This is an optimization exercise on Yosys and OpenROAD, whose aim is small area and a short achievable clock period, not a production implementation.
In this exercise RTL edits were held to simulation tests only and were not proved equivalent to the original.
No activity file was given, so power comes from the tool's default toggle rates.

## Q
## mips
module mips(
    input         clk, reset,
    output [31:0] pc,
    input  [31:0] instr,
    output        memwrite,
    output [31:0] aluout, writedata,
    input  [31:0] readdata
);
    wire [5:0] op = instr[31:26];
    wire [5:0] fn = instr[5:0];
    wire rtype = (op == 6'b000000);
    wire lw    = (op == 6'b100011);
    wire sw    = (op == 6'b101011);
    wire beq   = (op == 6'b000100);
    wire addi  = (op == 6'b001000);
    wire jmp   = (op == 6'b000010);
    assign memwrite = sw;
    wire regwrite = rtype | lw | addi;
    wire [31:0] rs, rt;
    wire [4:0]  wa = rtype ? instr[15:11] : instr[20:16];
    wire [31:0] wd = lw ? readdata : aluout;
    reg  [31*32-1:0] rf;    
    wire [31:1] s1, s2;      
    genvar g, b;
    generate
        for (g = 1; g < 32; g = g + 1) begin : regs
            wire        we = regwrite && wa == g;
            wire [31:0] d;
            genvar j;
            for (j = 0; j < 16; j = j + 1) begin : hb
                hold2 h(.we(we), .wen(~we), .wd(wd[2*j +: 2]), .q(rf[(g-1)*32 + 2*j +: 2]), .d(d[2*j +: 2]));
            end
            always @(posedge clk)
                rf[(g-1)*32 +: 32] <= d;
        end
        for (g = 1; g < 32; g = g + 1) begin : sd
            assign s1[g] = (instr[25:21] == g);
            assign s2[g] = (instr[20:16] == g);
        end
        for (b = 0; b < 32; b = b + 1) begin : rd
            wire [31:1] col;
            for (g = 1; g < 32; g = g + 1) begin : c
                assign col[g] = rf[(g-1)*32 + b];
            end
            rdbit r1(.sel(s1), .d(col), .y(rs[b]));
            rdbit r2(.sel(s2), .d(col), .y(rt[b]));
        end
    endgenerate
  ...
Size: ~5000 cells after synthesis, roughly 1000 flip-flops, ~160 I/O pins, roughly 0.050 sq mm of cells after synthesis.
==> module halfadd, before the edit <==
module halfadd(input a, b, output s, c);
    assign s = a ^ b;
    assign c = a & b;
endmodule
==> module ALU, before the edit <==
module ALU(
    input      [31:0] a, bx,
    input      [31:0] bs,         
    input      [5:0]  f,
    input             rtype,      
    input             sub,        
    input      [4:0]  sh,         
    output     [31:0] y,
    output            eq          
);
    wire [31:0] p, k;
    genvar i, l;
    generate
        for (i = 0; i < 32; i = i + 1) begin : pk
            halfadd h(.a(a[i]), .b(bx[i]), .s(p[i]), .c(k[i]));
        end
    endgenerate
    wire [6*32-1:0] G, P;
    assign G[31:0] = {k[31:1], k[0] | (p[0] & sub)};
    assign P[31:0] = p;
    generate
        for (l = 0; l < 5; l = l + 1) begin : lv
            for (i = 0; i < 32; i = i + 1) begin : b
                if (i >= (1 << l)) begin : m
                    assign G[(l+1)*32+i] = G[l*32+i] | (P[l*32+i] & G[l*32+i-(1<<l)]);
                    assign P[(l+1)*32+i] = P[l*32+i] & P[l*32+i-(1<<l)];
                end else begin : c
                    assign G[(l+1)*32+i] = G[l*32+i];
                    assign P[(l+1)*32+i] = P[l*32+i];
                end
            end
        end
    endgenerate
    wire [31:0] c = {G[5*32+30 : 5*32], sub};    
    wire [31:0] o  = a | bx;
    wire [31:0] lg = f[1] ? (f[0] ? ~o : p) : (f[0] ? o : k);
    assign eq = &p;
    wire        right = f[1];
    wire [31:0] br;
    generate
        for (i = 0; i < 32; i = i + 1) begin : rv
            assign br[i] = right ? bs[i] : bs[31-i];
        end
    endgenerate
    wire        fill = f[0] & bs[31];
    wire [31:0] s0 = sh[0] ? {fill,       br[31:1]}  : br;
    wire [31:0] s1 = sh[1] ? {{2{fill}},  s0[31:2]}  : s0;
    wire [31:0] s2 = sh[2] ? {{4{fill}},  s1[31:4]}  : s1;
    wire [31:0] s3 = sh[3] ? {{8{fill}},  s2[31:8]}  : s2;
    wire [31:0] s4 = sh[4] ? {{16{fill}}, s3[31:16]} : s3;
    wire is_sh  = rtype & ~f[5];
    wire is_lg  = rtype & f[5] & f[2];
    wire is_slt = rtype & f[5] & f[3];
    wire is_ar  = ~rtype | (f[5] & ~f[3] & ~f[2]);
    wire [31:0] lgo, sho;    
    generate
        for (i = 0; i < 32; i = i + 1) begin : r
            assign lgo[i] = is_lg & lg[i];
            assign sho[i] = (is_sh & right & s4[i]) | (is_sh & ~right & s4[31-i]);
        end
        for (i = 1; i < 32; i = i + 1) begin : o1
            assign y[i] = (c[i] ? ((is_ar & ~p[i]) | lgo[i]) : ((is_ar & p[i]) | lgo[i])) | sho[i];
        end
    endgenerate
    wire base0 = (is_ar & (p[0] ^ sub)) | lgo[0];
    assign y[0] = (c[31] ? (base0 | (is_slt & ~p[31] & a[31]))
                         : (base0 | (is_slt & (p[31] | a[31])))) | sho[0];
endmodule
==> module mips, before the edit <==
module mips(
    input         clk, reset,
    output [31:0] pc,
    input  [31:0] instr,
    output        memwrite,
    output [31:0] aluout, writedata,
    input  [31:0] readdata
);
    wire [5:0] op = instr[31:26];
    wire [5:0] fn = instr[5:0];
    wire rtype = (op == 6'b000000);
    wire lw    = (op == 6'b100011);
    wire sw    = (op == 6'b101011);
    wire beq   = (op == 6'b000100);
    wire addi  = (op == 6'b001000);
    wire jmp   = (op == 6'b000010);
    assign memwrite = sw;
    wire regwrite = rtype | lw | addi;
    wire [31:0] rs, rt;
    wire [4:0]  wa = rtype ? instr[15:11] : instr[20:16];
    wire [31:0] wd = lw ? readdata : aluout;
    reg  [31*32-1:0] rf;    
    wire [31:1] s1, s2;      
    genvar g, b;
    generate
        for (g = 1; g < 32; g = g + 1) begin : regs
            wire        we = regwrite && wa == g;
            wire [31:0] d;
            genvar j;
            for (j = 0; j < 16; j = j + 1) begin : hb
                hold2 h(.we(we), .wen(~we), .wd(wd[2*j +: 2]), .q(rf[(g-1)*32 + 2*j +: 2]), .d(d[2*j +: 2]));
            end
            always @(posedge clk)
                rf[(g-1)*32 +: 32] <= d;
        end
        for (g = 1; g < 32; g = g + 1) begin : sd
            assign s1[g] = (instr[25:21] == g);
            assign s2[g] = (instr[20:16] == g);
        end
        for (b = 0; b < 32; b = b + 1) begin : rd
            wire [31:1] col;
            for (g = 1; g < 32; g = g + 1) begin : c
                assign col[g] = rf[(g-1)*32 + b];
            end
            rdbit r1(.sel(s1), .d(col), .y(rs[b]));
            rdbit r2(.sel(s2), .d(col), .y(rt[b]));
        end
    endgenerate
    assign writedata = rt;
    wire [31:0] simm = {{16{instr[15]}}, instr[15:0]};
    wire        sub  = beq | (rtype & fn[5] & fn[1] & ~fn[2]);
    wire        usert = rtype | beq;
    wire [31:0] bx, bx0, bx1;    
    assign bx0 = usert ? {32{sub}}  : simm;
    assign bx1 = usert ? {32{~sub}} : simm;
    generate
        for (b = 0; b < 32; b = b + 1) begin : bxm
            mux2c m(.s(rt[b]), .a1(bx1[b]), .a0(bx0[b]), .y(bx[b]));
        end
    endgenerate
    wire [4:0]  sh   = fn[2] ? rs[4:0] : instr[10:6];
    wire        eq;
    ALU alu(.a(rs), .bx(bx), .bs(rt), .f(fn), .rtype(rtype), .sub(sub), .sh(sh),
            .y(aluout), .eq(eq));
    reg  [31:2] pcr;
    wire [31:2] pcp4 = pcr + 30'd1;
    wire [30:0] pcb1 = {pcr, 1'b1} + {simm[29:0], 1'b1};
    wire [31:2] pcbr = pcb1[30:1];
    wire [31:2] pcn  = jmp ? {pcp4[31:28], instr[25:0]} :
                       (beq & eq) ? pcbr : pcp4;
    always @(posedge clk or posedge reset)
        if (reset) pcr <= 30'b0;
        else       pcr <= pcn;
    assign pc = {pcr, 2'b00};
endmodule
export LEC_CHECK = 0
export CAP_MARGIN = 20
export CORE_MARGIN = 2
export CORE_UTILIZATION = 40
export CTS_BUF_LIST = sky130_fd_sc_hd__clkbuf_8 sky130_fd_sc_hd__clkbuf_16
export CTS_CLUSTER_DIAMETER = 90
export CTS_CLUSTER_SIZE = 24
export SETUP_SLACK_MARGIN = 2.6
export SLEW_MARGIN = 20
export SYNTH_HIERARCHICAL = 1
export SYNTH_MINIMUM_KEEP_SIZE = 0
create_clock -name core_clock -period 11.5 [get_ports {clk}]
standard.sh (not shown) runs the stock make flow with config.mk's settings and CLKGATE_MAP_FILE= SYNTH_SCRIPT=/design/flow/synth_recipe.tcl, a recipe that flattens the netlist after the stock synthesis.
==> flow/flow/run.sh <==
#!/bin/bash
# The standard layout, except that the port buffers are inserted as
# buf_2 cells (which repair may then resize within the buf family) instead of
# the default delay-buffer cell. Output goes to standard.log.
set -euo pipefail
export BUFFER_PORTS_ARGS="-buffer_cell sky130_fd_sc_hd__buf_2"
bash standard.sh > standard.log 2>&1
--- input diff Q..S ---
==> flow/design.v, changed modules only <==
module ALU(
    input      [31:0] a, bx,
    input      [31:0] bs,         
    input      [5:0]  f,
    input             rtype,      
    input             sub,        
    input      [4:0]  sh,         
    output     [31:0] y,
    output            eq          
);
    wire [31:0] p = a ^ bx;
    wire [31:0] k = a & bx;
    genvar i, l;
    wire [6*32-1:0] G, P;
    assign G[31:0] = {k[31:1], k[0] | (p[0] & sub)};
    assign P[31:0] = p;
    generate
        for (l = 0; l < 5; l = l + 1) begin : lv
            for (i = 0; i < 32; i = i + 1) begin : b
                if (i >= (1 << l)) begin : m
                    assign G[(l+1)*32+i] = G[l*32+i] | (P[l*32+i] & G[l*32+i-(1<<l)]);
                    assign P[(l+1)*32+i] = P[l*32+i] & P[l*32+i-(1<<l)];
                end else begin : c
                    assign G[(l+1)*32+i] = G[l*32+i];
                    assign P[(l+1)*32+i] = P[l*32+i];
                end
            end
        end
    endgenerate
    wire [31:0] c = {G[5*32+30 : 5*32], sub};    
    wire [31:0] o  = a | bx;
    wire [31:0] lg = f[1] ? (f[0] ? ~o : p) : (f[0] ? o : k);
    assign eq = &p;
    wire        right = f[1];
    wire [31:0] br;
    generate
        for (i = 0; i < 32; i = i + 1) begin : rv
            assign br[i] = right ? bs[i] : bs[31-i];
        end
    endgenerate
    wire        fill = f[0] & bs[31];
    wire [31:0] s0 = sh[0] ? {fill,       br[31:1]}  : br;
    wire [31:0] s1 = sh[1] ? {{2{fill}},  s0[31:2]}  : s0;
    wire [31:0] s2 = sh[2] ? {{4{fill}},  s1[31:4]}  : s1;
    wire [31:0] s3 = sh[3] ? {{8{fill}},  s2[31:8]}  : s2;
    wire [31:0] s4 = sh[4] ? {{16{fill}}, s3[31:16]} : s3;
    wire is_sh  = rtype & ~f[5];
    wire is_lg  = rtype & f[5] & f[2];
    wire is_slt = rtype & f[5] & f[3];
    wire is_ar  = ~rtype | (f[5] & ~f[3] & ~f[2]);
    wire [31:0] other;
    generate
        for (i = 0; i < 32; i = i + 1) begin : r
            assign other[i] = (is_lg & lg[i]) | (is_sh & right & s4[i]) | (is_sh & ~right & s4[31-i]);
        end
        for (i = 1; i < 32; i = i + 1) begin : o1
            assign y[i] = c[i] ? ((is_ar & ~p[i]) | other[i]) : ((is_ar & p[i]) | other[i]);
        end
    endgenerate
    wire base0 = (is_ar & (p[0] ^ sub)) | other[0];
    assign y[0] = c[31] ? (base0 | (is_slt & ~p[31] & a[31]))
                        : (base0 | (is_slt & (p[31] | a[31])));
endmodule
module mips(
    input         clk, reset,
    output [31:0] pc,
    input  [31:0] instr,
    output        memwrite,
    output [31:0] aluout, writedata,
    input  [31:0] readdata
);
    wire [5:0] op = instr[31:26];
    wire [5:0] fn = instr[5:0];
    wire rtype = (op == 6'b000000);
    wire lw    = (op == 6'b100011);
    wire sw    = (op == 6'b101011);
    wire beq   = (op == 6'b000100);
    wire addi  = (op == 6'b001000);
    wire jmp   = (op == 6'b000010);
    assign memwrite = sw;
    wire regwrite = rtype | lw | addi;
    wire [31:0] rs, rt;
    wire [4:0]  wa = rtype ? instr[15:11] : instr[20:16];
    wire [31:0] wd = lw ? readdata : aluout;
    reg  [31*32-1:0] rf;    
    wire [31:1] s1, s2;      
    genvar g, b;
    generate
        for (g = 1; g < 32; g = g + 1) begin : regs
            wire        we = regwrite && wa == g;
            wire [31:0] d;
            genvar j;
            for (j = 0; j < 16; j = j + 1) begin : hb
                hold2 h(.we(we), .wen(~we), .wd(wd[2*j +: 2]), .q(rf[(g-1)*32 + 2*j +: 2]), .d(d[2*j +: 2]));
            end
            always @(posedge clk)
                rf[(g-1)*32 +: 32] <= d;
        end
        for (g = 1; g < 32; g = g + 1) begin : sd
            assign s1[g] = (instr[25:21] == g);
            assign s2[g] = (instr[20:16] == g);
        end
        for (b = 0; b < 32; b = b + 1) begin : rd
            wire [31:1] col;
            for (g = 1; g < 32; g = g + 1) begin : c
                assign col[g] = rf[(g-1)*32 + b];
            end
            rdbit r1(.sel(s1), .d(col), .y(rs[b]));
            rdbit r2(.sel(s2), .d(col), .y(rt[b]));
        end
    endgenerate
    assign writedata = rt;
    wire [31:0] simm = {{16{instr[15]}}, instr[15:0]};
    wire        sub  = beq | (rtype & fn[5] & fn[1] & ~fn[2]);
    wire        usert = rtype | beq;
    wire [31:0] bx, bx0, bx1;    
    assign bx0 = usert ? {32{sub}}  : simm;
    assign bx1 = usert ? {32{~sub}} : simm;
    generate
        for (b = 0; b < 32; b = b + 1) begin : bxm
            mux2c m(.s(rt[b]), .a1(bx1[b]), .a0(bx0[b]), .y(bx[b]));
        end
    endgenerate
    wire [4:0]  sh   = fn[2] ? rs[4:0] : instr[10:6];
    wire        eq;
    ALU alu(.a(rs), .bx(bx), .bs(rt), .f(fn), .rtype(rtype), .sub(sub), .sh(sh),
            .y(aluout), .eq(eq));
    reg  [31:2] pcr;
    wire [29:0] boff = {30{beq & eq}} & simm[29:0];
    wire [30:0] pcs  = {pcr, 1'b1} + {boff, 1'b1};
    wire [31:2] pcp  = pcs[30:1];
    wire [31:2] pcn  = jmp ? {pcp[31:28], instr[25:0]} : pcp;
    always @(posedge clk or posedge reset)
        if (reset) pcr <= 30'b0;
        else       pcr <= pcn;
    assign pc = {pcr, 2'b00};
endmodule
// module halfadd removed
Findings:
- S was carried through to the last stage, and its layout satisfied the timing, design-rule and antenna checks.
- The higher minimum period implied by the final worst setup slack of Q and S is in Q.
- S gives less sequential share of layout area than Q did.
- Compared with Q, in S internal power went down by about 1.8%, clock skew was more or less identical, total CTS buffers went down by about 2%, worst hold margin was more or less identical, width of the die was more or less identical.
- Diff S..Q | power drawn by the sequential cells | negligible

* * *

## red
mips again, from the RTL that the note above started with.
Settings: LEC_CHECK=0, CAP_MARGIN=20, CORE_MARGIN=2, CORE_UTILIZATION=40, CTS_BUF_LIST=sky130_fd_sc_hd__clkbuf_8 sky130_fd_sc_hd__clkbuf_16, CTS_CLUSTER_DIAMETER=90, CTS_CLUSTER_SIZE=24, SETUP_SLACK_MARGIN=2.4, SLEW_MARGIN=20, SYNTH_HIERARCHICAL=1, SYNTH_MINIMUM_KEEP_SIZE=0; clock period 11.5 ns.
Scripts as last shown in full above: flow/flow/run.sh
Edits applied to the flow inputs when going from red to blue:
diff --git a/flow/design.v b/flow/design.v
--- a/flow/design.v
+++ b/flow/design.v
@@ -85,19 +85,18 @@
     wire is_lg  = rtype & f[5] & f[2];
     wire is_slt = rtype & f[5] & f[3];
     wire is_ar  = ~rtype | (f[5] & ~f[3] & ~f[2]);
-    wire [31:0] lgo, sho;    
+    wire [31:0] other;
     generate
         for (i = 0; i < 32; i = i + 1) begin : r
-            assign lgo[i] = is_lg & lg[i];
-            assign sho[i] = (is_sh & right & s4[i]) | (is_sh & ~right & s4[31-i]);
+            assign other[i] = (is_lg & lg[i]) | (is_sh & right & s4[i]) | (is_sh & ~right & s4[31-i]);
         end
         for (i = 1; i < 32; i = i + 1) begin : o1
-            assign y[i] = (c[i] ? ((is_ar & ~p[i]) | lgo[i]) : ((is_ar & p[i]) | lgo[i])) | sho[i];
+            assign y[i] = c[i] ? ((is_ar & ~p[i]) | other[i]) : ((is_ar & p[i]) | other[i]);
         end
     endgenerate
-    wire base0 = (is_ar & (p[0] ^ sub)) | lgo[0];
-    assign y[0] = (c[31] ? (base0 | (is_slt & ~p[31] & a[31]))
-                         : (base0 | (is_slt & (p[31] | a[31])))) | sho[0];
+    wire base0 = (is_ar & (p[0] ^ sub)) | other[0];
+    assign y[0] = c[31] ? (base0 | (is_slt & ~p[31] & a[31]))
+                        : (base0 | (is_slt & (p[31] | a[31])));
 endmodule
 module mips(
     input         clk, reset,
Findings:
The flow did not stop early for blue: all stages ran, and the layout cleared the timing, design-rule and antenna checks.
On switching share of power, blue tracks red almost exactly.
STATUS sum of internal, switching and leakage power: blue wins against red
Layout filler cell count was lower in the run labelled red.
After synthesis and placement, the instance count of blue is above that of red.
Compared with red, blue shows a higher maximum single-stage delay on the critical path.
Slowest cell on the critical path: nor2_1 -> blue, ha_2 -> red
In the reports for red and blue, the smaller maximum frequency belongs to blue.
Compared with red, in blue wire length now sits higher, growth of design area from synthesis to finish saw a decrease, final non-filler cell area saw little to no change.
Diff red -> blue | core region area | up slightly
Relative to red, total stage count of the critical path has decreased by 6 in blue.
Summary — number of buffers other than clock buffers in the final layout, blue relative to red: lower, by 6.
red has lower ratio of final minimum period to clock period than blue.

-- afterwards: timing with drivers on the ports --
The flow's constraints put no driver on any port. The routed layouts listed below were extracted and timed again, unchanged, in two steps.
Step 1, drivers: a clkbuf_16 drives clk and a buf_2 each remaining input, both assumed.
Step 2, shift: input delay + t, output delay - t, t = (earliest + latest rising clock arrival at the registers) / 2. This alone moves slack from input paths to output paths.
Slacks: no drivers / after step 1 / after step 2; pairs: no drivers / after step 1.
| run | t (ns) | slack for setup (ns) | worst setup path after step 2 |
|---|---|---|---|
| Q | 0.774 | 2.276 / 2.249 / 2.249 | input to output |
| S | 0.762 | 2.403 / 2.235 / 1.959 | input to register |
| red | 0.783 | 2.338 / 2.212 / 2.212 | input to output |
| blue | 0.756 | 2.193 / 2.046 / 2.046 | input to output |
After both steps every run listed still meets setup and hold. For S, which loses most, drivers alone change the setup slack by -0.168 ns; drivers and shift together by -0.444 ns.
